Background: an optimization exercise with open tools, aiming at small area and a short achievable clock period. Do not read the settings as production practice.
No functional check of the RTL was part of this run.

==> flow/design.v <==
`timescale 1 ns / 1 ns
module Integrator
          (clk,
           reset,
           In,
           Out);
  input   clk;
  input   reset;
  input   signed [21:0] In;
  output  signed [21:0] Out;
  reg  [20:0] x1;    
  reg  [20:0] v;     
  reg         vc;    
  reg  [21:0] y1;    
  reg  [21:0] y2;    
  wire [20:0] x = In[20:0];
  wire ts0, tc0;
  Integrator_xnor1 u_fa0s (.a(~v[1]), .b(~v[5]), .y(ts0));
  Integrator_or1 u_fa0c (.a(~v[1]), .b(~v[5]), .y(tc0));
  wire ts1, tc1;
  Integrator_fa u_fa1 (.a(~v[2]), .b(~v[6]), .c(tc0), .s(ts1), .co(tc1));
  wire ts2, tc2;
  Integrator_fa u_fa2 (.a(~v[0]), .b(~v[3]), .c(~v[7]), .s(ts2), .co(tc2));
  wire ts3, tc3;
  Integrator_xnor1 u_fa3s (.a(~v[1]), .b(~v[4]), .y(ts3));
  Integrator_or1 u_fa3c (.a(~v[1]), .b(~v[4]), .y(tc3));
  wire ts4, tc4;
  Integrator_fa u_fa4 (.a(~v[8]), .b(tc2), .c(ts3), .s(ts4), .co(tc4));
  wire ts5, tc5;
  Integrator_fa u_fa5 (.a(v[0]), .b(~v[2]), .c(~v[5]), .s(ts5), .co(tc5));
  wire ts6, tc6;
  Integrator_fa u_fa6 (.a(~v[9]), .b(tc3), .c(ts5), .s(ts6), .co(tc6));
  wire ts7, tc7;
  Integrator_fa u_fa7 (.a(v[1]), .b(~v[10]), .c(~v[3]), .s(ts7), .co(tc7));
  wire ts8, tc8;
  Integrator_fa u_fa8 (.a(~v[6]), .b(tc5), .c(ts7), .s(ts8), .co(tc8));
  wire ts9, tc9;
  Integrator_fa u_fa9 (.a(v[2]), .b(x1[0]), .c(~v[11]), .s(ts9), .co(tc9));
  wire ts10, tc10;
  Integrator_fa u_fa10 (.a(~v[4]), .b(~v[7]), .c(tc7), .s(ts10), .co(tc10));
  wire ts11, tc11;
  Integrator_fa u_fa11 (.a(ts9), .b(tc8), .c(ts10), .s(ts11), .co(tc11));
  wire ts12, tc12;
  Integrator_fa u_fa12 (.a(v[3]), .b(x1[1]), .c(~v[12]), .s(ts12), .co(tc12));
  wire ts13, tc13;
  Integrator_fa u_fa13 (.a(~v[5]), .b(~v[8]), .c(tc9), .s(ts13), .co(tc13));
  wire ts14, tc14;
  Integrator_fa u_fa14 (.a(ts12), .b(tc10), .c(ts13), .s(ts14), .co(tc14));
  wire ts15, tc15;
  Integrator_fa u_fa15 (.a(v[4]), .b(x1[2]), .c(~v[13]), .s(ts15), .co(tc15));
  wire ts16, tc16;
  Integrator_fa u_fa16 (.a(~v[6]), .b(~v[9]), .c(tc12), .s(ts16), .co(tc16));
  wire ts17, tc17;
  Integrator_fa u_fa17 (.a(ts15), .b(tc13), .c(ts16), .s(ts17), .co(tc17));
  wire ts18, tc18;
  Integrator_fa u_fa18 (.a(v[5]), .b(x1[3]), .c(~v[10]), .s(ts18), .co(tc18));
  wire ts19, tc19;
  Integrator_fa u_fa19 (.a(~v[14]), .b(~v[7]), .c(tc15), .s(ts19), .co(tc19));
  wire ts20, tc20;
  Integrator_fa u_fa20 (.a(ts18), .b(tc16), .c(ts19), .s(ts20), .co(tc20));
  wire ts21, tc21;
  Integrator_fa u_fa21 (.a(v[6]), .b(x1[4]), .c(~v[11]), .s(ts21), .co(tc21));
  wire ts22, tc22;
  Integrator_fa u_fa22 (.a(~v[15]), .b(~v[8]), .c(tc18), .s(ts22), .co(tc22));
  wire ts23, tc23;
  Integrator_fa u_fa23 (.a(ts21), .b(tc19), .c(ts22), .s(ts23), .co(tc23));
  wire ts24, tc24;
  Integrator_fa u_fa24 (.a(v[7]), .b(vc), .c(x1[5]), .s(ts24), .co(tc24));
  wire ts25, tc25;
  Integrator_fa u_fa25 (.a(~v[12]), .b(~v[16]), .c(~v[9]), .s(ts25), .co(tc25));
  wire ts26, tc26;
  Integrator_fa u_fa26 (.a(tc21), .b(ts24), .c(ts25), .s(ts26), .co(tc26));
  wire ts27, tc27;
  Integrator_fa u_fa27 (.a(tc22), .b(ts26), .c(tc23), .s(ts27), .co(tc27));
  wire ts28, tc28;
  Integrator_fa u_fa28 (.a(v[8]), .b(vc), .c(x1[6]), .s(ts28), .co(tc28));
  wire ts29, tc29;
  Integrator_fa u_fa29 (.a(~v[10]), .b(~v[13]), .c(~v[17]), .s(ts29), .co(tc29));
  wire ts30, tc30;
  Integrator_fa u_fa30 (.a(tc24), .b(tc25), .c(ts28), .s(ts30), .co(tc30));
  wire ts31, tc31;
  Integrator_fa u_fa31 (.a(ts29), .b(tc26), .c(ts30), .s(ts31), .co(tc31));
  wire ts32, tc32;
  Integrator_fa u_fa32 (.a(v[9]), .b(vc), .c(x1[7]), .s(ts32), .co(tc32));
  wire ts33, tc33;
  Integrator_fa u_fa33 (.a(~v[11]), .b(~v[14]), .c(~v[18]), .s(ts33), .co(tc33));
  wire ts34, tc34;
  Integrator_fa u_fa34 (.a(tc28), .b(tc29), .c(ts32), .s(ts34), .co(tc34));
  wire ts35, tc35;
  Integrator_fa u_fa35 (.a(ts33), .b(tc30), .c(ts34), .s(ts35), .co(tc35));
  wire ts36, tc36;
  Integrator_fa u_fa36 (.a(v[10]), .b(vc), .c(x1[8]), .s(ts36), .co(tc36));
  wire ts37, tc37;
  Integrator_fa u_fa37 (.a(~v[12]), .b(~v[15]), .c(~v[19]), .s(ts37), .co(tc37));
  wire ts38, tc38;
  Integrator_fa u_fa38 (.a(tc32), .b(tc33), .c(ts36), .s(ts38), .co(tc38));
  wire ts39, tc39;
  Integrator_fa u_fa39 (.a(ts37), .b(tc34), .c(ts38), .s(ts39), .co(tc39));
  wire ts40, tc40;
  Integrator_fa u_fa40 (.a(v[11]), .b(x1[9]), .c(~v[13]), .s(ts40), .co(tc40));
  wire ts41, tc41;
  Integrator_fa u_fa41 (.a(~v[16]), .b(~v[20]), .c(tc36), .s(ts41), .co(tc41));
  wire ts42, tc42;
  Integrator_fa u_fa42 (.a(tc37), .b(ts40), .c(tc38), .s(ts42), .co(tc42));
  wire ts43, tc43;
  Integrator_fa u_fa43 (.a(ts41), .b(tc39), .c(ts42), .s(ts43), .co(tc43));
  wire ts44, tc44;
  Integrator_xnor1 u_fa44s (.a(~v[1]), .b(~x[1]), .y(ts44));
  Integrator_or1 u_fa44c (.a(~v[1]), .b(~x[1]), .y(tc44));
  wire ts45, tc45;
  Integrator_ha u_ha45 (.a(~v[2]), .b(~x[2]), .s(ts45), .co(tc45));
  wire ts46, tc46;
  Integrator_ha u_ha46 (.a(~v[3]), .b(~x[3]), .s(ts46), .co(tc46));
  wire ts47, tc47;
  Integrator_fa u_fa47 (.a(~v[0]), .b(~v[4]), .c(~x[0]), .s(ts47), .co(tc47));
  wire ts48, tc48;
  Integrator_ha u_ha48 (.a(~x[4]), .b(tc46), .s(ts48), .co(tc48));
  wire ts49, tc49;
  Integrator_fa u_fa49 (.a(ts0), .b(~x[1]), .c(~x[5]), .s(ts49), .co(tc49));
  wire ts50, tc50;
  Integrator_ha u_ha50 (.a(tc48), .b(tc47), .s(ts50), .co(tc50));
  wire ts51, tc51;
  Integrator_fa u_fa51 (.a(ts1), .b(~x[2]), .c(~x[6]), .s(ts51), .co(tc51));
  wire ts52, tc52;
  Integrator_ha u_ha52 (.a(tc49), .b(ts51), .s(ts52), .co(tc52));
  wire ts53, tc53;
  Integrator_fa u_fa53 (.a(ts2), .b(tc1), .c(~x[0]), .s(ts53), .co(tc53));
  wire ts54, tc54;
  Integrator_fa u_fa54 (.a(~x[3]), .b(~x[7]), .c(tc51), .s(ts54), .co(tc54));
  wire ts55, tc55;
  Integrator_ha u_ha55 (.a(ts53), .b(tc52), .s(ts55), .co(tc55));
  wire ts56, tc56;
  Integrator_ha u_ha56 (.a(ts4), .b(~x[1]), .s(ts56), .co(tc56));
  wire ts57, tc57;
  Integrator_fa u_fa57 (.a(~x[4]), .b(~x[8]), .c(ts56), .s(ts57), .co(tc57));
  wire ts58, tc58;
  Integrator_fa u_fa58 (.a(tc53), .b(ts57), .c(tc54), .s(ts58), .co(tc58));
  wire ts59, tc59;
  Integrator_fa u_fa59 (.a(tc4), .b(ts6), .c(x[0]), .s(ts59), .co(tc59));
  wire ts60, tc60;
  Integrator_fa u_fa60 (.a(~x[2]), .b(~x[5]), .c(~x[9]), .s(ts60), .co(tc60));
  wire ts61, tc61;
  Integrator_fa u_fa61 (.a(tc56), .b(ts59), .c(ts60), .s(ts61), .co(tc61));
  wire ts62, tc62;
  Integrator_ha u_ha62 (.a(tc57), .b(ts61), .s(ts62), .co(tc62));
  wire ts63, tc63;
  Integrator_fa u_fa63 (.a(tc6), .b(ts8), .c(x[1]), .s(ts63), .co(tc63));
  wire ts64, tc64;
  Integrator_fa u_fa64 (.a(~x[10]), .b(~x[3]), .c(~x[6]), .s(ts64), .co(tc64));
  wire ts65, tc65;
  Integrator_fa u_fa65 (.a(tc59), .b(tc60), .c(ts63), .s(ts65), .co(tc65));
  wire ts66, tc66;
  Integrator_fa u_fa66 (.a(ts64), .b(tc61), .c(ts65), .s(ts66), .co(tc66));
  wire ts67, tc67;
  Integrator_fa u_fa67 (.a(ts11), .b(x[2]), .c(~x[11]), .s(ts67), .co(tc67));
  wire ts68, tc68;
  Integrator_fa u_fa68 (.a(~x[4]), .b(~x[7]), .c(tc63), .s(ts68), .co(tc68));
  wire ts69, tc69;
  Integrator_ha u_ha69 (.a(tc64), .b(ts67), .s(ts69), .co(tc69));
  wire ts70, tc70;
  Integrator_fa u_fa70 (.a(ts69), .b(tc65), .c(ts68), .s(ts70), .co(tc70));
  wire ts71, tc71;
  Integrator_fa u_fa71 (.a(tc11), .b(ts14), .c(x[3]), .s(ts71), .co(tc71));
  wire ts72, tc72;
  Integrator_fa u_fa72 (.a(~x[12]), .b(~x[5]), .c(~x[8]), .s(ts72), .co(tc72));
  wire ts73, tc73;
  Integrator_fa u_fa73 (.a(tc67), .b(ts71), .c(ts72), .s(ts73), .co(tc73));
  wire ts74, tc74;
  Integrator_fa u_fa74 (.a(tc69), .b(tc68), .c(ts73), .s(ts74), .co(tc74));
  wire ts75, tc75;
  Integrator_fa u_fa75 (.a(tc14), .b(ts17), .c(x[4]), .s(ts75), .co(tc75));
  wire ts76, tc76;
  Integrator_fa u_fa76 (.a(~x[13]), .b(~x[6]), .c(~x[9]), .s(ts76), .co(tc76));
  wire ts77, tc77;
  Integrator_fa u_fa77 (.a(tc71), .b(tc72), .c(ts75), .s(ts77), .co(tc77));
  wire ts78, tc78;
  Integrator_fa u_fa78 (.a(ts76), .b(tc73), .c(ts77), .s(ts78), .co(tc78));
  wire ts79, tc79;
  Integrator_fa u_fa79 (.a(tc17), .b(ts20), .c(x[5]), .s(ts79), .co(tc79));
  wire ts80, tc80;
  Integrator_fa u_fa80 (.a(~x[10]), .b(~x[14]), .c(~x[7]), .s(ts80), .co(tc80));
  wire ts81, tc81;
  Integrator_fa u_fa81 (.a(tc75), .b(tc76), .c(ts79), .s(ts81), .co(tc81));
  wire ts82, tc82;
  Integrator_fa u_fa82 (.a(ts80), .b(tc77), .c(ts81), .s(ts82), .co(tc82));
  wire ts83, tc83;
  Integrator_fa u_fa83 (.a(tc20), .b(ts23), .c(x[6]), .s(ts83), .co(tc83));
  wire ts84, tc84;
  Integrator_fa u_fa84 (.a(~x[11]), .b(~x[15]), .c(~x[8]), .s(ts84), .co(tc84));
  wire ts85, tc85;
  Integrator_fa u_fa85 (.a(tc79), .b(tc80), .c(ts83), .s(ts85), .co(tc85));
  wire ts86, tc86;
  Integrator_fa u_fa86 (.a(ts84), .b(tc81), .c(ts85), .s(ts86), .co(tc86));
  wire ts87, tc87;
  Integrator_fa u_fa87 (.a(ts27), .b(x[7]), .c(~x[12]), .s(ts87), .co(tc87));
  wire ts88, tc88;
  Integrator_fa u_fa88 (.a(~x[16]), .b(~x[9]), .c(tc83), .s(ts88), .co(tc88));
  wire ts89, tc89;
  Integrator_ha u_ha89 (.a(tc84), .b(ts87), .s(ts89), .co(tc89));
  wire ts90, tc90;
  Integrator_fa u_fa90 (.a(ts89), .b(tc85), .c(ts88), .s(ts90), .co(tc90));
  wire ts91, tc91;
  Integrator_fa u_fa91 (.a(ts31), .b(tc27), .c(x[8]), .s(ts91), .co(tc91));
  wire ts92, tc92;
  Integrator_fa u_fa92 (.a(~x[10]), .b(~x[13]), .c(~x[17]), .s(ts92), .co(tc92));
  wire ts93, tc93;
  Integrator_fa u_fa93 (.a(tc87), .b(ts91), .c(ts92), .s(ts93), .co(tc93));
  wire ts94, tc94;
  Integrator_fa u_fa94 (.a(tc89), .b(tc88), .c(ts93), .s(ts94), .co(tc94));
  wire ts95, tc95;
  Integrator_fa u_fa95 (.a(tc31), .b(ts35), .c(x[9]), .s(ts95), .co(tc95));
  wire ts96, tc96;
  Integrator_fa u_fa96 (.a(~x[11]), .b(~x[14]), .c(~x[18]), .s(ts96), .co(tc96));
  wire ts97, tc97;
  Integrator_fa u_fa97 (.a(tc91), .b(tc92), .c(ts96), .s(ts97), .co(tc97));
  wire ts98, tc98;
  Integrator_fa u_fa98 (.a(ts95), .b(tc93), .c(ts97), .s(ts98), .co(tc98));
  wire ts99, tc99;
  Integrator_fa u_fa99 (.a(tc35), .b(ts39), .c(x[10]), .s(ts99), .co(tc99));
  wire ts100, tc100;
  Integrator_fa u_fa100 (.a(~x[12]), .b(~x[15]), .c(~x[19]), .s(ts100), .co(tc100));
  wire ts101, tc101;
  Integrator_fa u_fa101 (.a(tc95), .b(tc96), .c(ts100), .s(ts101), .co(tc101));
  wire ts102, tc102;
  Integrator_fa u_fa102 (.a(ts99), .b(tc97), .c(ts101), .s(ts102), .co(tc102));
  wire ts103, tc103;
  Integrator_fa u_fa103 (.a(ts43), .b(x[11]), .c(~x[13]), .s(ts103), .co(tc103));
  wire ts104, tc104;
  Integrator_fa u_fa104 (.a(~x[16]), .b(~x[20]), .c(tc99), .s(ts104), .co(tc104));
  wire ts105, tc105;
  Integrator_ha u_ha105 (.a(tc100), .b(ts103), .s(ts105), .co(tc105));
  wire ts106, tc106;
  Integrator_fa u_fa106 (.a(ts105), .b(tc101), .c(ts104), .s(ts106), .co(tc106));
  wire [20:0] ts = {tc102, tc98, tc94, tc90, tc86, tc82, tc78, tc74, tc70, tc66, tc62, tc58, tc55, ts54, tc50, ts49, ts47, tc45, ts45, 1'b0, ~v[0]};
  wire [20:0] tc = {ts106, ts102, ts98, ts94, ts90, ts86, ts82, ts78, ts74, ts70, ts66, ts62, ts58, ts55, ts52, ts50, ts48, ts46, tc44, ts44, ~x[0]};
  wire ra0_1, rb1_2;
  Integrator_fa u_ra0_1 (.a(y2[0]), .b(ts[0]), .c(tc[0]), .s(ra0_1), .co(rb1_2));
  wire ra1_3, rb2_4;
  Integrator_ha u_ra1_3 (.a(y2[1]), .b(tc[1]), .s(ra1_3), .co(rb2_4));
  wire ra2_5, rb3_6;
  Integrator_fa u_ra2_5 (.a(y2[2]), .b(ts[2]), .c(tc[2]), .s(ra2_5), .co(rb3_6));
  wire ra3_7, rb4_8;
  Integrator_fa u_ra3_7 (.a(y2[3]), .b(ts[3]), .c(tc[3]), .s(ra3_7), .co(rb4_8));
  wire ra4_9, rb5_10;
  Integrator_fa u_ra4_9 (.a(y2[4]), .b(ts[4]), .c(tc[4]), .s(ra4_9), .co(rb5_10));
  wire ra5_11, rb6_12;
  Integrator_fa u_ra5_11 (.a(y2[5]), .b(ts[5]), .c(tc[5]), .s(ra5_11), .co(rb6_12));
  wire ra6_13, rb7_14;
  Integrator_fa u_ra6_13 (.a(y2[6]), .b(ts[6]), .c(tc[6]), .s(ra6_13), .co(rb7_14));
  wire ra7_15, rb8_16;
  Integrator_fa u_ra7_15 (.a(y2[7]), .b(ts[7]), .c(tc[7]), .s(ra7_15), .co(rb8_16));
  wire ra8_17, rb9_18;
  Integrator_fa u_ra8_17 (.a(y2[8]), .b(ts[8]), .c(tc[8]), .s(ra8_17), .co(rb9_18));
  wire ra9_19, rb10_20;
  Integrator_fa u_ra9_19 (.a(y2[9]), .b(ts[9]), .c(tc[9]), .s(ra9_19), .co(rb10_20));
  wire ra10_21, rb11_22;
  Integrator_fa u_ra10_21 (.a(y2[10]), .b(ts[10]), .c(tc[10]), .s(ra10_21), .co(rb11_22));
  wire ra11_23, rb12_24;
  Integrator_fa u_ra11_23 (.a(y2[11]), .b(ts[11]), .c(tc[11]), .s(ra11_23), .co(rb12_24));
  wire ra12_25, rb13_26;
  Integrator_fa u_ra12_25 (.a(y2[12]), .b(ts[12]), .c(tc[12]), .s(ra12_25), .co(rb13_26));
  wire ra13_27, rb14_28;
  Integrator_fa u_ra13_27 (.a(y2[13]), .b(ts[13]), .c(tc[13]), .s(ra13_27), .co(rb14_28));
  wire ra14_29, rb15_30;
  Integrator_fa u_ra14_29 (.a(y2[14]), .b(ts[14]), .c(tc[14]), .s(ra14_29), .co(rb15_30));
  wire ra15_31, rb16_32;
  Integrator_fa u_ra15_31 (.a(y2[15]), .b(ts[15]), .c(tc[15]), .s(ra15_31), .co(rb16_32));
  wire ra16_33, rb17_34;
  Integrator_fa u_ra16_33 (.a(y2[16]), .b(ts[16]), .c(tc[16]), .s(ra16_33), .co(rb17_34));
  wire ra17_35, rb18_36;
  Integrator_fa u_ra17_35 (.a(y2[17]), .b(ts[17]), .c(tc[17]), .s(ra17_35), .co(rb18_36));
  wire ra18_37, rb19_38;
  Integrator_fa u_ra18_37 (.a(y2[18]), .b(ts[18]), .c(tc[18]), .s(ra18_37), .co(rb19_38));
  wire ra19_39, rb20_40;
  Integrator_fa u_ra19_39 (.a(y2[19]), .b(ts[19]), .c(tc[19]), .s(ra19_39), .co(rb20_40));
  wire ra20_41, rb21_42;
  Integrator_fa u_ra20_41 (.a(y2[20]), .b(ts[20]), .c(tc[20]), .s(ra20_41), .co(rb21_42));
  wire mp1_43;
  Integrator_xor u_mp1_43 (.a(ra1_3), .b(rb1_2), .y(mp1_43));
  wire mg1_44;
  Integrator_nand u_mg1_44 (.a(ra1_3), .b(rb1_2), .y(mg1_44));
  wire mt1_45;
  Integrator_nor u_mt1_45 (.a(ra1_3), .b(rb1_2), .y(mt1_45));
  wire mp2_46;
  Integrator_xor u_mp2_46 (.a(ra2_5), .b(rb2_4), .y(mp2_46));
  wire mg2_47;
  Integrator_nand u_mg2_47 (.a(ra2_5), .b(rb2_4), .y(mg2_47));
  wire mt2_48;
  Integrator_nor u_mt2_48 (.a(ra2_5), .b(rb2_4), .y(mt2_48));
  wire mp3_49;
  Integrator_xor u_mp3_49 (.a(ra3_7), .b(rb3_6), .y(mp3_49));
  wire mg3_50;
  Integrator_nand u_mg3_50 (.a(ra3_7), .b(rb3_6), .y(mg3_50));
  wire mt3_51;
  Integrator_nor u_mt3_51 (.a(ra3_7), .b(rb3_6), .y(mt3_51));
  wire mp4_52;
  Integrator_xor u_mp4_52 (.a(ra4_9), .b(rb4_8), .y(mp4_52));
  wire mg4_53;
  Integrator_nand u_mg4_53 (.a(ra4_9), .b(rb4_8), .y(mg4_53));
  wire mt4_54;
  Integrator_nor u_mt4_54 (.a(ra4_9), .b(rb4_8), .y(mt4_54));
  wire mp5_55;
  Integrator_xor u_mp5_55 (.a(ra5_11), .b(rb5_10), .y(mp5_55));
  wire mg5_56;
  Integrator_nand u_mg5_56 (.a(ra5_11), .b(rb5_10), .y(mg5_56));
  wire mt5_57;
  Integrator_nor u_mt5_57 (.a(ra5_11), .b(rb5_10), .y(mt5_57));
  wire mp6_58;
  Integrator_xor u_mp6_58 (.a(ra6_13), .b(rb6_12), .y(mp6_58));
  wire mg6_59;
  Integrator_nand u_mg6_59 (.a(ra6_13), .b(rb6_12), .y(mg6_59));
  wire mt6_60;
  Integrator_nor u_mt6_60 (.a(ra6_13), .b(rb6_12), .y(mt6_60));
  wire mp7_61;
  Integrator_xor u_mp7_61 (.a(ra7_15), .b(rb7_14), .y(mp7_61));
  wire mg7_62;
  Integrator_nand u_mg7_62 (.a(ra7_15), .b(rb7_14), .y(mg7_62));
  wire mt7_63;
  Integrator_nor u_mt7_63 (.a(ra7_15), .b(rb7_14), .y(mt7_63));
  wire mp8_64;
  Integrator_xor u_mp8_64 (.a(ra8_17), .b(rb8_16), .y(mp8_64));
  wire mg8_65;
  Integrator_nand u_mg8_65 (.a(ra8_17), .b(rb8_16), .y(mg8_65));
  wire mt8_66;
  Integrator_nor u_mt8_66 (.a(ra8_17), .b(rb8_16), .y(mt8_66));
  wire mp9_67;
  Integrator_xor u_mp9_67 (.a(ra9_19), .b(rb9_18), .y(mp9_67));
  wire mg9_68;
  Integrator_nand u_mg9_68 (.a(ra9_19), .b(rb9_18), .y(mg9_68));
  wire mt9_69;
  Integrator_nor u_mt9_69 (.a(ra9_19), .b(rb9_18), .y(mt9_69));
  wire mp10_70;
  Integrator_xor u_mp10_70 (.a(ra10_21), .b(rb10_20), .y(mp10_70));
  wire mg10_71;
  Integrator_nand u_mg10_71 (.a(ra10_21), .b(rb10_20), .y(mg10_71));
  wire mt10_72;
  Integrator_nor u_mt10_72 (.a(ra10_21), .b(rb10_20), .y(mt10_72));
  wire mp11_73;
  Integrator_xor u_mp11_73 (.a(ra11_23), .b(rb11_22), .y(mp11_73));
  wire mg11_74;
  Integrator_nand u_mg11_74 (.a(ra11_23), .b(rb11_22), .y(mg11_74));
  wire mt11_75;
  Integrator_nor u_mt11_75 (.a(ra11_23), .b(rb11_22), .y(mt11_75));
  wire mp12_76;
  Integrator_xor u_mp12_76 (.a(ra12_25), .b(rb12_24), .y(mp12_76));
  wire mg12_77;
  Integrator_nand u_mg12_77 (.a(ra12_25), .b(rb12_24), .y(mg12_77));
  wire mt12_78;
  Integrator_nor u_mt12_78 (.a(ra12_25), .b(rb12_24), .y(mt12_78));
  wire mp13_79;
  Integrator_xor u_mp13_79 (.a(ra13_27), .b(rb13_26), .y(mp13_79));
  wire mg13_80;
  Integrator_nand u_mg13_80 (.a(ra13_27), .b(rb13_26), .y(mg13_80));
  wire mt13_81;
  Integrator_nor u_mt13_81 (.a(ra13_27), .b(rb13_26), .y(mt13_81));
  wire mp14_82;
  Integrator_xor u_mp14_82 (.a(ra14_29), .b(rb14_28), .y(mp14_82));
  wire mg14_83;
  Integrator_nand u_mg14_83 (.a(ra14_29), .b(rb14_28), .y(mg14_83));
  wire mt14_84;
  Integrator_nor u_mt14_84 (.a(ra14_29), .b(rb14_28), .y(mt14_84));
  wire mp15_85;
  Integrator_xor u_mp15_85 (.a(ra15_31), .b(rb15_30), .y(mp15_85));
  wire mg15_86;
  Integrator_nand u_mg15_86 (.a(ra15_31), .b(rb15_30), .y(mg15_86));
  wire mt15_87;
  Integrator_nor u_mt15_87 (.a(ra15_31), .b(rb15_30), .y(mt15_87));
  wire mp16_88;
  Integrator_xor u_mp16_88 (.a(ra16_33), .b(rb16_32), .y(mp16_88));
  wire mg16_89;
  Integrator_nand u_mg16_89 (.a(ra16_33), .b(rb16_32), .y(mg16_89));
  wire mt16_90;
  Integrator_nor u_mt16_90 (.a(ra16_33), .b(rb16_32), .y(mt16_90));
  wire mp17_91;
  Integrator_xor u_mp17_91 (.a(ra17_35), .b(rb17_34), .y(mp17_91));
  wire mg17_92;
  Integrator_nand u_mg17_92 (.a(ra17_35), .b(rb17_34), .y(mg17_92));
  wire mt17_93;
  Integrator_nor u_mt17_93 (.a(ra17_35), .b(rb17_34), .y(mt17_93));
  wire mp18_94;
  Integrator_xor u_mp18_94 (.a(ra18_37), .b(rb18_36), .y(mp18_94));
  wire mg18_95;
  Integrator_nand u_mg18_95 (.a(ra18_37), .b(rb18_36), .y(mg18_95));
  wire mt18_96;
  Integrator_nor u_mt18_96 (.a(ra18_37), .b(rb18_36), .y(mt18_96));
  wire mp19_97;
  Integrator_xor u_mp19_97 (.a(ra19_39), .b(rb19_38), .y(mp19_97));
  wire mg19_98;
  Integrator_nand u_mg19_98 (.a(ra19_39), .b(rb19_38), .y(mg19_98));
  wire mt19_99;
  Integrator_nor u_mt19_99 (.a(ra19_39), .b(rb19_38), .y(mt19_99));
  wire mp20_100;
  Integrator_xor u_mp20_100 (.a(ra20_41), .b(rb20_40), .y(mp20_100));
  wire mg20_101;
  Integrator_nand u_mg20_101 (.a(ra20_41), .b(rb20_40), .y(mg20_101));
  wire mt20_102;
  Integrator_nor u_mt20_102 (.a(ra20_41), .b(rb20_40), .y(mt20_102));
  wire mp21_103;
  Integrator_xor u_mp21_103 (.a(y2[21]), .b(rb21_42), .y(mp21_103));
  wire mg21_104;
  Integrator_nand u_mg21_104 (.a(y2[21]), .b(rb21_42), .y(mg21_104));
  wire mt21_105;
  Integrator_nor u_mt21_105 (.a(y2[21]), .b(rb21_42), .y(mt21_105));
  wire g_106;
  Integrator_oai u_g_106 (.a(mt3_51), .b(mg2_47), .c(mg3_50), .y(g_106));
  wire t_107;
  Integrator_nor u_t_107 (.a(mt3_51), .b(mt2_48), .y(t_107));
  wire g_108;
  Integrator_oai u_g_108 (.a(mt5_57), .b(mg4_53), .c(mg5_56), .y(g_108));
  wire t_109;
  Integrator_nor u_t_109 (.a(mt5_57), .b(mt4_54), .y(t_109));
  wire g_110;
  Integrator_oai u_g_110 (.a(mt7_63), .b(mg6_59), .c(mg7_62), .y(g_110));
  wire t_111;
  Integrator_nor u_t_111 (.a(mt7_63), .b(mt6_60), .y(t_111));
  wire g_112;
  Integrator_oai u_g_112 (.a(mt9_69), .b(mg8_65), .c(mg9_68), .y(g_112));
  wire t_113;
  Integrator_nor u_t_113 (.a(mt9_69), .b(mt8_66), .y(t_113));
  wire g_114;
  Integrator_oai u_g_114 (.a(mt11_75), .b(mg10_71), .c(mg11_74), .y(g_114));
  wire t_115;
  Integrator_nor u_t_115 (.a(mt11_75), .b(mt10_72), .y(t_115));
  wire g_116;
  Integrator_oai u_g_116 (.a(mt13_81), .b(mg12_77), .c(mg13_80), .y(g_116));
  wire t_117;
  Integrator_nor u_t_117 (.a(mt13_81), .b(mt12_78), .y(t_117));
  wire g_118;
  Integrator_oai u_g_118 (.a(mt15_87), .b(mg14_83), .c(mg15_86), .y(g_118));
  wire t_119;
  Integrator_nor u_t_119 (.a(mt15_87), .b(mt14_84), .y(t_119));
  wire g_120;
  Integrator_oai u_g_120 (.a(mt17_93), .b(mg16_89), .c(mg17_92), .y(g_120));
  wire t_121;
  Integrator_nor u_t_121 (.a(mt17_93), .b(mt16_90), .y(t_121));
  wire g_122;
  Integrator_oai u_g_122 (.a(mt19_99), .b(mg18_95), .c(mg19_98), .y(g_122));
  wire t_123;
  Integrator_nor u_t_123 (.a(mt19_99), .b(mt18_96), .y(t_123));
  wire g_124;
  Integrator_oai u_g_124 (.a(mt21_105), .b(mg20_101), .c(mg21_104), .y(g_124));
  wire t_125;
  Integrator_nor u_t_125 (.a(mt21_105), .b(mt20_102), .y(t_125));
  wire n_126;
  Integrator_inv u_n_126 (.a(mg1_44), .y(n_126));
  wire g_127;
  Integrator_aoi u_g_127 (.a(t_107), .b(n_126), .c(g_106), .y(g_127));
  wire g_128;
  Integrator_aoi u_g_128 (.a(t_111), .b(g_108), .c(g_110), .y(g_128));
  wire t_129;
  Integrator_nand u_t_129 (.a(t_111), .b(t_109), .y(t_129));
  wire g_130;
  Integrator_aoi u_g_130 (.a(t_115), .b(g_112), .c(g_114), .y(g_130));
  wire t_131;
  Integrator_nand u_t_131 (.a(t_115), .b(t_113), .y(t_131));
  wire g_132;
  Integrator_aoi u_g_132 (.a(t_119), .b(g_116), .c(g_118), .y(g_132));
  wire t_133;
  Integrator_nand u_t_133 (.a(t_119), .b(t_117), .y(t_133));
  wire g_134;
  Integrator_aoi u_g_134 (.a(t_123), .b(g_120), .c(g_122), .y(g_134));
  wire t_135;
  Integrator_nand u_t_135 (.a(t_123), .b(t_121), .y(t_135));
  wire n_136;
  Integrator_inv u_n_136 (.a(g_127), .y(n_136));
  wire g_137;
  Integrator_aoi u_g_137 (.a(t_109), .b(n_136), .c(g_108), .y(g_137));
  wire g_138;
  Integrator_oai u_g_138 (.a(t_129), .b(g_127), .c(g_128), .y(g_138));
  wire n_139;
  Integrator_inv u_n_139 (.a(t_117), .y(n_139));
  wire n_140;
  Integrator_inv u_n_140 (.a(g_116), .y(n_140));
  wire g_141;
  Integrator_oai u_g_141 (.a(n_139), .b(g_130), .c(n_140), .y(g_141));
  wire t_142;
  Integrator_nor u_t_142 (.a(n_139), .b(t_131), .y(t_142));
  wire g_143;
  Integrator_oai u_g_143 (.a(t_133), .b(g_130), .c(g_132), .y(g_143));
  wire t_144;
  Integrator_nor u_t_144 (.a(t_133), .b(t_131), .y(t_144));
  wire n_145;
  Integrator_inv u_n_145 (.a(t_125), .y(n_145));
  wire n_146;
  Integrator_inv u_n_146 (.a(g_124), .y(n_146));
  wire g_147;
  Integrator_oai u_g_147 (.a(n_145), .b(g_134), .c(n_146), .y(g_147));
  wire t_148;
  Integrator_nor u_t_148 (.a(n_145), .b(t_135), .y(t_148));
  wire g_149;
  Integrator_aoi u_g_149 (.a(t_113), .b(g_138), .c(g_112), .y(g_149));
  wire n_150;
  Integrator_inv u_n_150 (.a(g_138), .y(n_150));
  wire g_151;
  Integrator_oai u_g_151 (.a(t_131), .b(n_150), .c(g_130), .y(g_151));
  wire g_152;
  Integrator_aoi u_g_152 (.a(t_142), .b(g_138), .c(g_141), .y(g_152));
  wire g_153;
  Integrator_aoi u_g_153 (.a(t_144), .b(g_138), .c(g_143), .y(g_153));
  wire n_154;
  Integrator_inv u_n_154 (.a(g_153), .y(n_154));
  wire g_155;
  Integrator_aoi u_g_155 (.a(t_121), .b(n_154), .c(g_120), .y(g_155));
  wire g_156;
  Integrator_oai u_g_156 (.a(t_135), .b(g_153), .c(g_134), .y(g_156));
  wire g_157;
  Integrator_aoi u_g_157 (.a(t_148), .b(n_154), .c(g_147), .y(g_157));
  wire g_158;
  Integrator_oai u_g_158 (.a(mt2_48), .b(mg1_44), .c(mg2_47), .y(g_158));
  wire g_159;
  Integrator_oai u_g_159 (.a(mt4_54), .b(g_127), .c(mg4_53), .y(g_159));
  wire g_160;
  Integrator_oai u_g_160 (.a(mt6_60), .b(g_137), .c(mg6_59), .y(g_160));
  wire g_161;
  Integrator_oai u_g_161 (.a(mt8_66), .b(n_150), .c(mg8_65), .y(g_161));
  wire g_162;
  Integrator_oai u_g_162 (.a(mt10_72), .b(g_149), .c(mg10_71), .y(g_162));
  wire n_163;
  Integrator_inv u_n_163 (.a(g_151), .y(n_163));
  wire g_164;
  Integrator_oai u_g_164 (.a(mt12_78), .b(n_163), .c(mg12_77), .y(g_164));
  wire g_165;
  Integrator_oai u_g_165 (.a(mt14_84), .b(g_152), .c(mg14_83), .y(g_165));
  wire g_166;
  Integrator_oai u_g_166 (.a(mt16_90), .b(g_153), .c(mg16_89), .y(g_166));
  wire g_167;
  Integrator_oai u_g_167 (.a(mt18_96), .b(g_155), .c(mg18_95), .y(g_167));
  wire n_168;
  Integrator_inv u_n_168 (.a(g_156), .y(n_168));
  wire g_169;
  Integrator_oai u_g_169 (.a(mt20_102), .b(n_168), .c(mg20_101), .y(g_169));
  wire sum2_170;
  Integrator_xor u_sum2_170 (.a(mp2_46), .b(n_126), .y(sum2_170));
  wire sum3_171;
  Integrator_xor u_sum3_171 (.a(mp3_49), .b(g_158), .y(sum3_171));
  wire sum4_172;
  Integrator_xor u_sum4_172 (.a(mp4_52), .b(n_136), .y(sum4_172));
  wire sum5_173;
  Integrator_xor u_sum5_173 (.a(mp5_55), .b(g_159), .y(sum5_173));
  wire sum6_174;
  Integrator_xnor u_sum6_174 (.a(mp6_58), .b(g_137), .y(sum6_174));
  wire sum7_175;
  Integrator_xor u_sum7_175 (.a(mp7_61), .b(g_160), .y(sum7_175));
  wire sum8_176;
  Integrator_xor u_sum8_176 (.a(mp8_64), .b(g_138), .y(sum8_176));
  wire sum9_177;
  Integrator_xor u_sum9_177 (.a(mp9_67), .b(g_161), .y(sum9_177));
  wire sum10_178;
  Integrator_xnor u_sum10_178 (.a(mp10_70), .b(g_149), .y(sum10_178));
  wire sum11_179;
  Integrator_xor u_sum11_179 (.a(mp11_73), .b(g_162), .y(sum11_179));
  wire sum12_180;
  Integrator_xor u_sum12_180 (.a(mp12_76), .b(g_151), .y(sum12_180));
  wire sum13_181;
  Integrator_xor u_sum13_181 (.a(mp13_79), .b(g_164), .y(sum13_181));
  wire sum14_182;
  Integrator_xnor u_sum14_182 (.a(mp14_82), .b(g_152), .y(sum14_182));
  wire sum15_183;
  Integrator_xor u_sum15_183 (.a(mp15_85), .b(g_165), .y(sum15_183));
  wire sum16_184;
  Integrator_xor u_sum16_184 (.a(mp16_88), .b(n_154), .y(sum16_184));
  wire sum17_185;
  Integrator_xor u_sum17_185 (.a(mp17_91), .b(g_166), .y(sum17_185));
  wire sum18_186;
  Integrator_xnor u_sum18_186 (.a(mp18_94), .b(g_155), .y(sum18_186));
  wire sum19_187;
  Integrator_xor u_sum19_187 (.a(mp19_97), .b(g_167), .y(sum19_187));
  wire sum20_188;
  Integrator_xor u_sum20_188 (.a(mp20_100), .b(g_156), .y(sum20_188));
  wire kt0_189;
  Integrator_nor u_kt0_189 (.a(ts[0]), .b(tc[0]), .y(kt0_189));
  wire kg0_190;
  Integrator_nand u_kg0_190 (.a(ts[0]), .b(tc[0]), .y(kg0_190));
  wire kt2_191;
  Integrator_nor u_kt2_191 (.a(ts[2]), .b(tc[2]), .y(kt2_191));
  wire kg2_192;
  Integrator_nand u_kg2_192 (.a(ts[2]), .b(tc[2]), .y(kg2_192));
  wire kt3_193;
  Integrator_nor u_kt3_193 (.a(ts[3]), .b(tc[3]), .y(kt3_193));
  wire kg3_194;
  Integrator_nand u_kg3_194 (.a(ts[3]), .b(tc[3]), .y(kg3_194));
  wire kt4_195;
  Integrator_nor u_kt4_195 (.a(ts[4]), .b(tc[4]), .y(kt4_195));
  wire kg4_196;
  Integrator_nand u_kg4_196 (.a(ts[4]), .b(tc[4]), .y(kg4_196));
  wire kt5_197;
  Integrator_nor u_kt5_197 (.a(ts[5]), .b(tc[5]), .y(kt5_197));
  wire kg5_198;
  Integrator_nand u_kg5_198 (.a(ts[5]), .b(tc[5]), .y(kg5_198));
  wire kt6_199;
  Integrator_nor u_kt6_199 (.a(ts[6]), .b(tc[6]), .y(kt6_199));
  wire kg6_200;
  Integrator_nand u_kg6_200 (.a(ts[6]), .b(tc[6]), .y(kg6_200));
  wire kt7_201;
  Integrator_nor u_kt7_201 (.a(ts[7]), .b(tc[7]), .y(kt7_201));
  wire kg7_202;
  Integrator_nand u_kg7_202 (.a(ts[7]), .b(tc[7]), .y(kg7_202));
  wire kt8_203;
  Integrator_nor u_kt8_203 (.a(ts[8]), .b(tc[8]), .y(kt8_203));
  wire kg8_204;
  Integrator_nand u_kg8_204 (.a(ts[8]), .b(tc[8]), .y(kg8_204));
  wire kt9_205;
  Integrator_nor u_kt9_205 (.a(ts[9]), .b(tc[9]), .y(kt9_205));
  wire kg9_206;
  Integrator_nand u_kg9_206 (.a(ts[9]), .b(tc[9]), .y(kg9_206));
  wire kt10_207;
  Integrator_nor u_kt10_207 (.a(ts[10]), .b(tc[10]), .y(kt10_207));
  wire kg10_208;
  Integrator_nand u_kg10_208 (.a(ts[10]), .b(tc[10]), .y(kg10_208));
  wire kt11_209;
  Integrator_nor u_kt11_209 (.a(ts[11]), .b(tc[11]), .y(kt11_209));
  wire kg11_210;
  Integrator_nand u_kg11_210 (.a(ts[11]), .b(tc[11]), .y(kg11_210));
  wire kt12_211;
  Integrator_nor u_kt12_211 (.a(ts[12]), .b(tc[12]), .y(kt12_211));
  wire kg12_212;
  Integrator_nand u_kg12_212 (.a(ts[12]), .b(tc[12]), .y(kg12_212));
  wire kt13_213;
  Integrator_nor u_kt13_213 (.a(ts[13]), .b(tc[13]), .y(kt13_213));
  wire kg13_214;
  Integrator_nand u_kg13_214 (.a(ts[13]), .b(tc[13]), .y(kg13_214));
  wire kt14_215;
  Integrator_nor u_kt14_215 (.a(ts[14]), .b(tc[14]), .y(kt14_215));
  wire kg14_216;
  Integrator_nand u_kg14_216 (.a(ts[14]), .b(tc[14]), .y(kg14_216));
  wire kt15_217;
  Integrator_nor u_kt15_217 (.a(ts[15]), .b(tc[15]), .y(kt15_217));
  wire kg15_218;
  Integrator_nand u_kg15_218 (.a(ts[15]), .b(tc[15]), .y(kg15_218));
  wire kt16_219;
  Integrator_nor u_kt16_219 (.a(ts[16]), .b(tc[16]), .y(kt16_219));
  wire kg16_220;
  Integrator_nand u_kg16_220 (.a(ts[16]), .b(tc[16]), .y(kg16_220));
  wire kt17_221;
  Integrator_nor u_kt17_221 (.a(ts[17]), .b(tc[17]), .y(kt17_221));
  wire kg17_222;
  Integrator_nand u_kg17_222 (.a(ts[17]), .b(tc[17]), .y(kg17_222));
  wire kt18_223;
  Integrator_nor u_kt18_223 (.a(ts[18]), .b(tc[18]), .y(kt18_223));
  wire kg18_224;
  Integrator_nand u_kg18_224 (.a(ts[18]), .b(tc[18]), .y(kg18_224));
  wire kt19_225;
  Integrator_nor u_kt19_225 (.a(ts[19]), .b(tc[19]), .y(kt19_225));
  wire kg19_226;
  Integrator_nand u_kg19_226 (.a(ts[19]), .b(tc[19]), .y(kg19_226));
  wire n_227;
  Integrator_inv u_n_227 (.a(kg0_190), .y(n_227));
  wire g_228;
  Integrator_nand u_g_228 (.a(tc[1]), .b(n_227), .y(g_228));
  wire g_229;
  Integrator_oai u_g_229 (.a(kt3_193), .b(kg2_192), .c(kg3_194), .y(g_229));
  wire t_230;
  Integrator_nor u_t_230 (.a(kt3_193), .b(kt2_191), .y(t_230));
  wire g_231;
  Integrator_oai u_g_231 (.a(kt5_197), .b(kg4_196), .c(kg5_198), .y(g_231));
  wire t_232;
  Integrator_nor u_t_232 (.a(kt5_197), .b(kt4_195), .y(t_232));
  wire g_233;
  Integrator_oai u_g_233 (.a(kt7_201), .b(kg6_200), .c(kg7_202), .y(g_233));
  wire t_234;
  Integrator_nor u_t_234 (.a(kt7_201), .b(kt6_199), .y(t_234));
  wire g_235;
  Integrator_oai u_g_235 (.a(kt9_205), .b(kg8_204), .c(kg9_206), .y(g_235));
  wire t_236;
  Integrator_nor u_t_236 (.a(kt9_205), .b(kt8_203), .y(t_236));
  wire g_237;
  Integrator_oai u_g_237 (.a(kt11_209), .b(kg10_208), .c(kg11_210), .y(g_237));
  wire t_238;
  Integrator_nor u_t_238 (.a(kt11_209), .b(kt10_207), .y(t_238));
  wire g_239;
  Integrator_oai u_g_239 (.a(kt13_213), .b(kg12_212), .c(kg13_214), .y(g_239));
  wire t_240;
  Integrator_nor u_t_240 (.a(kt13_213), .b(kt12_211), .y(t_240));
  wire g_241;
  Integrator_oai u_g_241 (.a(kt15_217), .b(kg14_216), .c(kg15_218), .y(g_241));
  wire t_242;
  Integrator_nor u_t_242 (.a(kt15_217), .b(kt14_215), .y(t_242));
  wire g_243;
  Integrator_oai u_g_243 (.a(kt17_221), .b(kg16_220), .c(kg17_222), .y(g_243));
  wire t_244;
  Integrator_nor u_t_244 (.a(kt17_221), .b(kt16_219), .y(t_244));
  wire g_245;
  Integrator_oai u_g_245 (.a(kt19_225), .b(kg18_224), .c(kg19_226), .y(g_245));
  wire t_246;
  Integrator_nor u_t_246 (.a(kt19_225), .b(kt18_223), .y(t_246));
  wire n_247;
  Integrator_inv u_n_247 (.a(g_228), .y(n_247));
  wire g_248;
  Integrator_aoi u_g_248 (.a(t_230), .b(n_247), .c(g_229), .y(g_248));
  wire g_249;
  Integrator_aoi u_g_249 (.a(t_234), .b(g_231), .c(g_233), .y(g_249));
  wire t_250;
  Integrator_nand u_t_250 (.a(t_234), .b(t_232), .y(t_250));
  wire g_251;
  Integrator_aoi u_g_251 (.a(t_238), .b(g_235), .c(g_237), .y(g_251));
  wire t_252;
  Integrator_nand u_t_252 (.a(t_238), .b(t_236), .y(t_252));
  wire g_253;
  Integrator_aoi u_g_253 (.a(t_242), .b(g_239), .c(g_241), .y(g_253));
  wire t_254;
  Integrator_nand u_t_254 (.a(t_242), .b(t_240), .y(t_254));
  wire g_255;
  Integrator_aoi u_g_255 (.a(t_246), .b(g_243), .c(g_245), .y(g_255));
  wire t_256;
  Integrator_nand u_t_256 (.a(t_246), .b(t_244), .y(t_256));
  wire g_257;
  Integrator_oai u_g_257 (.a(t_250), .b(g_248), .c(g_249), .y(g_257));
  wire g_258;
  Integrator_oai u_g_258 (.a(t_254), .b(g_251), .c(g_253), .y(g_258));
  wire t_259;
  Integrator_nor u_t_259 (.a(t_254), .b(t_252), .y(t_259));
  wire g_260;
  Integrator_aoi u_g_260 (.a(t_259), .b(g_257), .c(g_258), .y(g_260));
  wire n_261;
  Integrator_inv u_n_261 (.a(g_257), .y(n_261));
  wire g_262;
  Integrator_oai u_g_262 (.a(t_252), .b(n_261), .c(g_251), .y(g_262));
  wire g_263;
  Integrator_oai u_g_263 (.a(t_256), .b(g_260), .c(g_255), .y(g_263));
  wire n_264;
  Integrator_inv u_n_264 (.a(g_248), .y(n_264));
  wire g_265;
  Integrator_aoi u_g_265 (.a(t_232), .b(n_264), .c(g_231), .y(g_265));
  wire g_266;
  Integrator_aoi u_g_266 (.a(t_236), .b(g_257), .c(g_235), .y(g_266));
  wire g_267;
  Integrator_aoi u_g_267 (.a(t_240), .b(g_262), .c(g_239), .y(g_267));
  wire n_268;
  Integrator_inv u_n_268 (.a(g_260), .y(n_268));
  wire g_269;
  Integrator_aoi u_g_269 (.a(t_244), .b(n_268), .c(g_243), .y(g_269));
  wire g_270;
  Integrator_oai u_g_270 (.a(kt2_191), .b(g_228), .c(kg2_192), .y(g_270));
  wire g_271;
  Integrator_oai u_g_271 (.a(kt4_195), .b(g_248), .c(kg4_196), .y(g_271));
  wire g_272;
  Integrator_oai u_g_272 (.a(kt6_199), .b(g_265), .c(kg6_200), .y(g_272));
  wire g_273;
  Integrator_oai u_g_273 (.a(kt8_203), .b(n_261), .c(kg8_204), .y(g_273));
  wire g_274;
  Integrator_oai u_g_274 (.a(kt10_207), .b(g_266), .c(kg10_208), .y(g_274));
  wire n_275;
  Integrator_inv u_n_275 (.a(g_262), .y(n_275));
  wire g_276;
  Integrator_oai u_g_276 (.a(kt12_211), .b(n_275), .c(kg12_212), .y(g_276));
  wire g_277;
  Integrator_oai u_g_277 (.a(kt14_215), .b(g_267), .c(kg14_216), .y(g_277));
  wire g_278;
  Integrator_oai u_g_278 (.a(kt16_219), .b(g_260), .c(kg16_220), .y(g_278));
  wire g_279;
  Integrator_oai u_g_279 (.a(kt18_223), .b(g_269), .c(kg18_224), .y(g_279));
  wire flip = (ts[20] ^ tc[20]) | (g_263 ^ ts[20]);
  wire pf_280;
  Integrator_xor u_pf_280 (.a(mp21_103), .b(flip), .y(pf_280));
  wire top_281;
  Integrator_xor u_top_281 (.a(pf_280), .b(g_169), .y(top_281));
  wire [21:0] y = {top_281, sum20_188, sum19_187, sum18_186, sum17_185, sum16_184, sum15_183, sum14_182, sum13_181, sum12_180, sum11_179, sum10_178, sum9_177, sum8_176, sum7_175, sum6_174, sum5_173, sum4_172, sum3_171, sum2_170, mp1_43, ra0_1};
  wire [20:0] v_next;
  assign v_next[0] = x1[0];
  wire vk1;
  assign v_next[1] = x1[1] ^ x[0];
  assign vk1 = x1[1] | ~x[0];
  wire vk2;
  Integrator_fa u_vl2 (.a(x1[2]), .b(~x[1]), .c(vk1), .s(v_next[2]), .co(vk2));
  wire vk3;
  Integrator_fa u_vl3 (.a(x1[3]), .b(~x[2]), .c(vk2), .s(v_next[3]), .co(vk3));
  wire vk4;
  Integrator_fa u_vl4 (.a(x1[4]), .b(~x[3]), .c(vk3), .s(v_next[4]), .co(vk4));
  wire vk5;
  Integrator_fa u_vl5 (.a(x1[5]), .b(~x[4]), .c(vk4), .s(v_next[5]), .co(vk5));
  wire vk6;
  Integrator_fa u_vl6 (.a(x1[6]), .b(~x[5]), .c(vk5), .s(v_next[6]), .co(vk6));
  wire vk7;
  Integrator_fa u_vl7 (.a(x1[7]), .b(~x[6]), .c(vk6), .s(v_next[7]), .co(vk7));
  wire vk8;
  Integrator_fa u_vl8 (.a(x1[8]), .b(~x[7]), .c(vk7), .s(v_next[8]), .co(vk8));
  wire vk9;
  Integrator_fa u_vl9 (.a(x1[9]), .b(~x[8]), .c(vk8), .s(v_next[9]), .co(vk9));
  wire vk10;
  Integrator_fa u_vl10 (.a(x1[10]), .b(~x[9]), .c(vk9), .s(v_next[10]), .co(vk10));
  wire vk11;
  Integrator_fa u_vl11 (.a(x1[11]), .b(~x[10]), .c(vk10), .s(v_next[11]), .co(vk11));
  wire vk12;
  Integrator_fa u_vl12 (.a(x1[12]), .b(~x[11]), .c(vk11), .s(v_next[12]), .co(vk12));
  wire vk13;
  Integrator_fa u_vl13 (.a(x1[13]), .b(~x[12]), .c(vk12), .s(v_next[13]), .co(vk13));
  wire vk14;
  Integrator_fa u_vl14 (.a(x1[14]), .b(~x[13]), .c(vk13), .s(v_next[14]), .co(vk14));
  wire vk15;
  Integrator_fa u_vl15 (.a(x1[15]), .b(~x[14]), .c(vk14), .s(v_next[15]), .co(vk15));
  wire vc_next = vk15;
  wire vh16;
  Integrator_ha u_vh16 (.a(x1[16]), .b(~x[15]), .s(v_next[16]), .co(vh16));
  wire vh17;
  Integrator_fa u_vh17 (.a(x1[17]), .b(~x[16]), .c(vh16), .s(v_next[17]), .co(vh17));
  wire vh18;
  Integrator_fa u_vh18 (.a(x1[18]), .b(~x[17]), .c(vh17), .s(v_next[18]), .co(vh18));
  wire vh19;
  Integrator_fa u_vh19 (.a(x1[19]), .b(~x[18]), .c(vh18), .s(v_next[19]), .co(vh19));
  assign v_next[20] = x1[20] ^ ~x[19] ^ vh19;
  always @(posedge clk or posedge reset) begin
    if (reset) begin
      x1 <= 21'd0;
      v  <= 21'd0;
      vc <= 1'b0;
      y1 <= 22'd0;
      y2 <= 22'd0;
    end else begin
      x1 <= x;
      v  <= v_next;
      vc <= vc_next;
      y1 <= y;
      y2 <= y1;
    end
  end
  assign Out = y;
endmodule   
module Integrator_fa (a, b, c, s, co);
  input a, b, c;
  output s, co;
  assign s = a ^ b ^ c;
  assign co = (a & b) | (a & c) | (b & c);
endmodule
module Integrator_xnor1 (a, b, y);
  input a, b;
  output y;
  assign y = ~(a ^ b);
endmodule
module Integrator_or1 (a, b, y);
  input a, b;
  output y;
  assign y = a | b;
endmodule
module Integrator_ha (a, b, s, co);
  input a, b;
  output s, co;
  assign s = a ^ b;
  assign co = a & b;
endmodule
module Integrator_han (a, b, s, co);
  input a, b;
  output s, co;
  assign s = ~(a ^ b);
  assign co = a | b;
endmodule
module Integrator_xor (a, b, y);
  input a, b;
  output y;
  assign y = a ^ b;
endmodule
module Integrator_maj (a, b, c, y);
  input a, b, c;
  output y;
  assign y = (b & c) | (a & (b | c));
endmodule
module Integrator_mux (s, a, b, y);
  input s, a, b;
  output y;
  assign y = s ? b : a;
endmodule
module Integrator_aoi (a, b, c, y);
  input a, b, c;
  output y;
  assign y = ~((a & b) | c);
endmodule
module Integrator_inv (a, y);
  input a;
  output y;
  assign y = ~a;
endmodule
module Integrator_nand (a, b, y);
  input a, b;
  output y;
  assign y = ~(a & b);
endmodule
module Integrator_nor (a, b, y);
  input a, b;
  output y;
  assign y = ~(a | b);
endmodule
module Integrator_oai (a, b, c, y);
  input a, b, c;
  output y;
  assign y = ~((a | b) & c);
endmodule
module Integrator_xnor (a, b, y);
  input a, b;
  output y;
  assign y = ~(a ^ b);
endmodule
==> flow/flow/run.sh <==
#!/bin/bash
# Layout flow: the standard synthesis and ORFS layout (standard.sh) with two
# changes to how the layout is made:
#  - the input and output ports get plain buffer cells (buffer_ports
#    -buffer_cell) instead of the delay cells buffer_ports picks by itself;
#  - clock tree synthesis adds no dummy loads (-dont_use_dummy_load); the
#    other CTS arguments are the ones ORFS builds from config.mk.
# Each step's full output goes to a log file here (ORFS keeps its own per-step
# logs under orfs/logs).
set -euo pipefail
export BUFFER_PORTS_ARGS="-buffer_cell sky130_fd_sc_hd__buf_2"
export CTS_ARGS="-sink_clustering_enable -repair_clock_nets -sink_clustering_size 30 -sink_clustering_max_diameter 100 -buf_list {sky130_fd_sc_hd__clkbuf_4 sky130_fd_sc_hd__clkbuf_8} -dont_use_dummy_load"
bash standard.sh synth > run_synth.log 2>&1
bash standard.sh > run_layout.log 2>&1
==> flow/standard.sh <==
#!/bin/bash
# synth_recipe.tcl (not shown) runs the flow's synth.tcl, then flattens the netlist and writes it again
# the make line also repeats each setting of config.mk as NAME=value (left out here)
make -C /OpenROAD-flow-scripts/flow DESIGN_CONFIG=/design/flow/config.mk WORK_HOME=/design/flow/orfs CLKGATE_MAP_FILE= SYNTH_SCRIPT=/design/flow/synth_recipe.tcl "${@:-finish}"
==> flow/config.mk <==
export PLATFORM = sky130hd
export DESIGN_NAME = Integrator
export DESIGN_NICKNAME = Integrator
export VERILOG_FILES = /design/flow/design.v
export SDC_FILE = /design/flow/constraint.sdc
export NUM_CORES = 4
export LEC_CHECK = 0
export CAP_MARGIN = 20
export CORE_MARGIN = 2
export CORE_UTILIZATION = 40
export CTS_BUF_LIST = sky130_fd_sc_hd__clkbuf_4 sky130_fd_sc_hd__clkbuf_8
export CTS_CLUSTER_DIAMETER = 100
export CTS_CLUSTER_SIZE = 30
export PLACE_DENSITY = 0.85
export SETUP_SLACK_MARGIN = 4
export SLEW_MARGIN = 20
export SYNTH_HIERARCHICAL = 1
export SYNTH_MINIMUM_KEEP_SIZE = 0
==> flow/constraint.sdc <==
create_clock -name core_clock -period 14.0 [get_ports {clk}]
set_input_delay 2.8000 -clock core_clock [delete_from_list [all_inputs] [get_ports {clk}]]
set_output_delay 2.8000 -clock core_clock [all_outputs]
set_load 0.01 [all_outputs]
==> summary.txt <==
## layout make-up
class | instances | area, um^2 | share of cell area
multi-input combinational | 355 | 3940 | 0.567
sequential | 87 | 2180 | 0.313
tap | 216 | 270 | 0.0388
timing repair buffer | 45 | 228 | 0.0327
inverter | 56 | 211 | 0.0304
clock buffer | 9 | 124 | 0.0178
antenna | 2 | 5.00 | 0.000719
## worst max-delay path, cell delays in order
cell and delay, ps:
buf_2 130, inv_1 240, fa_1 490, fa_1 540, fa_1 490, fa_1 580
nand2_1 90, o21ai_1 220, a21oi_2 80, o21ai_1 110, a21oi_2 70, o21ai_1 270
inv_1 60, o21ai_1 160, xor2_1 190, buf_2 170
## modules after synthesis (local to each module, per instance), a selection
| module | cells inside | cell area (um^2) | copies in the design | flip-flops and latches |
|---|---|---|---|---|
| Integrator_fa | 1 | 20.0 | 130 | 0 |
| Integrator_ha | 1 | 12.5 | 13 | 0 |
| Integrator_inv | 1 | 3.75 | 10 | 0 |
| Integrator_nand | 1 | 3.75 | 48 | 0 |
| Integrator_xnor | 1 | 8.76 | 4 | 0 |
| Integrator_xnor1 | 1 | 8.76 | 3 | 0 |
| Integrator_xor | 1 | 8.76 | 38 | 0 |
## kinds of logic (layout without fill, tap and decap cells)
group	Yosys count	in the layout	share of synthesized area
xor+xnor	47	47	0.0634
buf+inv	78	110	0.0578
flops	87	87	0.335
simple gates	112	112	0.0665
compound gates	52	52	0.0493
fa+ha+maj	144	144	0.428
other cells	0	2	0
## state kept, by name, indices dropped and copies added, names as in the netlist
name,count
y1,22
y2,22
v,21
x1,21
vc,1
## placed cells by master (no fill, tap or decap), types with 14 or more instances in the layout
master / count
a21oi_2: 16
buf_2: 44
dfrtp_1: 87
fa_1: 130
ha_1: 14
inv_1: 55
nand2_1: 48
nor2_1: 59
o21ai_1: 36
xor2_1: 38
## metrics by stage
stage / cells / area, um^2 / worst slack [ps] / hold slack [ps]
6_report: 770 / 6960 / 4510 / 348
5_1_grt: 769 / 6950 / 4250 / 358
4_1_cts: 768 / 6950 / 4520 / 349
3_5_place_dp: 759 / 6830 / 4550 / 335
3_3_place_gp: 759 / 6830 / 4630 / 332
2_1_floorplan: 520 / 6490 / 5110 / 331
## per-layer routing
metal | track usage | up-vias | part of all wire
met4 | 0.0688 | 0 | 0.038
met5 | 0 | - | 0
met1 | 0.208 | 1914 | 0.43
li1 | - | 1620 | -
met3 | 0.0220 | 34 | 0.033
met2 | 0.262 | 104 | 0.50
## path summary, 6_finish.rpt
check | startpoint | end | slack (ps)
max in group asynchronous | reset | v[1] | 10460
worst max register to register | x1[1] | v[15] | 7640
worst min register to register | y1[4] | y2[4] | 350
worst max-delay path | In[8] | Out[21] | 4510
worst min-delay path | y1[4] | y2[4] | 350
min in group asynchronous | reset | y1[0] | 2420
==> impl_metrics.ini <==
[worst_setup_path]
path_class = in2out
cp.required_ps = 11200
critPathCaptureType = output pin
crit_arrival_ps = 6690
reg2reg_depth = 17
critPathLaunchType = input pin
path_max_fanout = 4

[grt]
grt_pass1_wl_mm = 21.2
grt_overflow_total = 0
grt_antenna_before_repair = 1
grt_usage = 0.158
grt_max_degree = 66
grt_pass1_vias = 4217

[synth]
synth_edf_count = 0
avgSynthCellArea_um2 = 12.5
ys_async_sr_fraction = 1.00
synth_area_leader_cell = fa_1
synth_area_um2 = 6490
yosysTopAreaCellShare = 0.401
yosysUniqueCellTypes = 14
synth_most_common_cell = fa_1
yosys-top-cells-area = fa_1 40%, dfrtp_1 34%, xor2_1 5.1%, nor2_1 3.4%, inv_1 3.2%
synth_cells = 520
yosys-top-cells-count = 130 x fa_1, 87 x dfrtp_1, 59 x nor2_1
synthFlopType = dfrtp_1
synth-seq-cells = 87
ys_seq_area_frac = 0.335
syn_nets = 688
ys_warn_count = 7

[drt]
wl_per_cell_um = 16.1
via_per_inst = 4.77
num_vias = 3672
firstDrtPassIters = 5
antenna_left = 0
drtIter0Drc = 182
drc = 0
finalWirelength_mm = 12.4

[clocking]
cts_root_buf = clkbuf_8
cts_setup_buffers = 0
hold_buffers = 0
cts_sinks = 87
cts_tree = yes
cts_resized = 0
path_clk_slew_ps = 60
clock_path_buffers = 2
numCtsBuffers = 9
htreeDepth = 3
clk_latency_ps = 360

[floorplanning]
die_y_um = 131
ioPinCount = 46
rows = 46
core_area_um2 = 15900
die_area_um2 = 17300
initial_core_util = 0.409
fp.dieW_um = 131

[sta]
clock_skew_ps = 23.4
setup_tns_ps = 0
rsz0062_at_grt = false
fmax_ghz = 0.105
hold_viol_final = 0
relSlewSlack = 0.463
tightest_slew_ps = 806
min_period_over_period = 0.678
setup_viol = 0
period_minus_slack_ps = 9490
slew_viol_final = 0

[placed_design]
io_buffer_count = 44
dp_hpwl_mm = 10.3
gp_congestion = 0.840

[layout]
utilization = 0.438
area_delta_synth_final_pct = 7.13
fillerInstances = 1453
final_layout_size_suffix_gt1_frac = 0.129
final_nets = 722

[worst_hold_path]
hold_depth = 0
min_path_type = reg2reg

[flow_run]
cap_viol_max_count = 0

[status]
status = no timing/DRC/antenna violations

## static timing again, ports no longer ideal
How much do the figures lean on ideal ports? The routed layout below was timed once more, with nothing changed but the port constraints.
Step 1: set_driving_cell puts a clkbuf_16 on clk and a buf_2 on each other input, an assumption about the parent block.
Step 2 times the ports against the registers' clock, not the clock port: input delays grow and output delays shrink by t, the midpoint of the rising clock arrivals with the driver on.
Three values: ideal, step 1, step 2; two values: the first two.
t (ns): 0.383
setup WS [ns]: 4.511 / 4.489 / 4.489
worst slew at a driven data input, ns: 0.06
cell pins on the clock port's net: 1
After both steps this run still meets setup and hold. For this run, drivers alone change the setup slack by -0.022 ns; drivers and shift together by -0.022 ns.
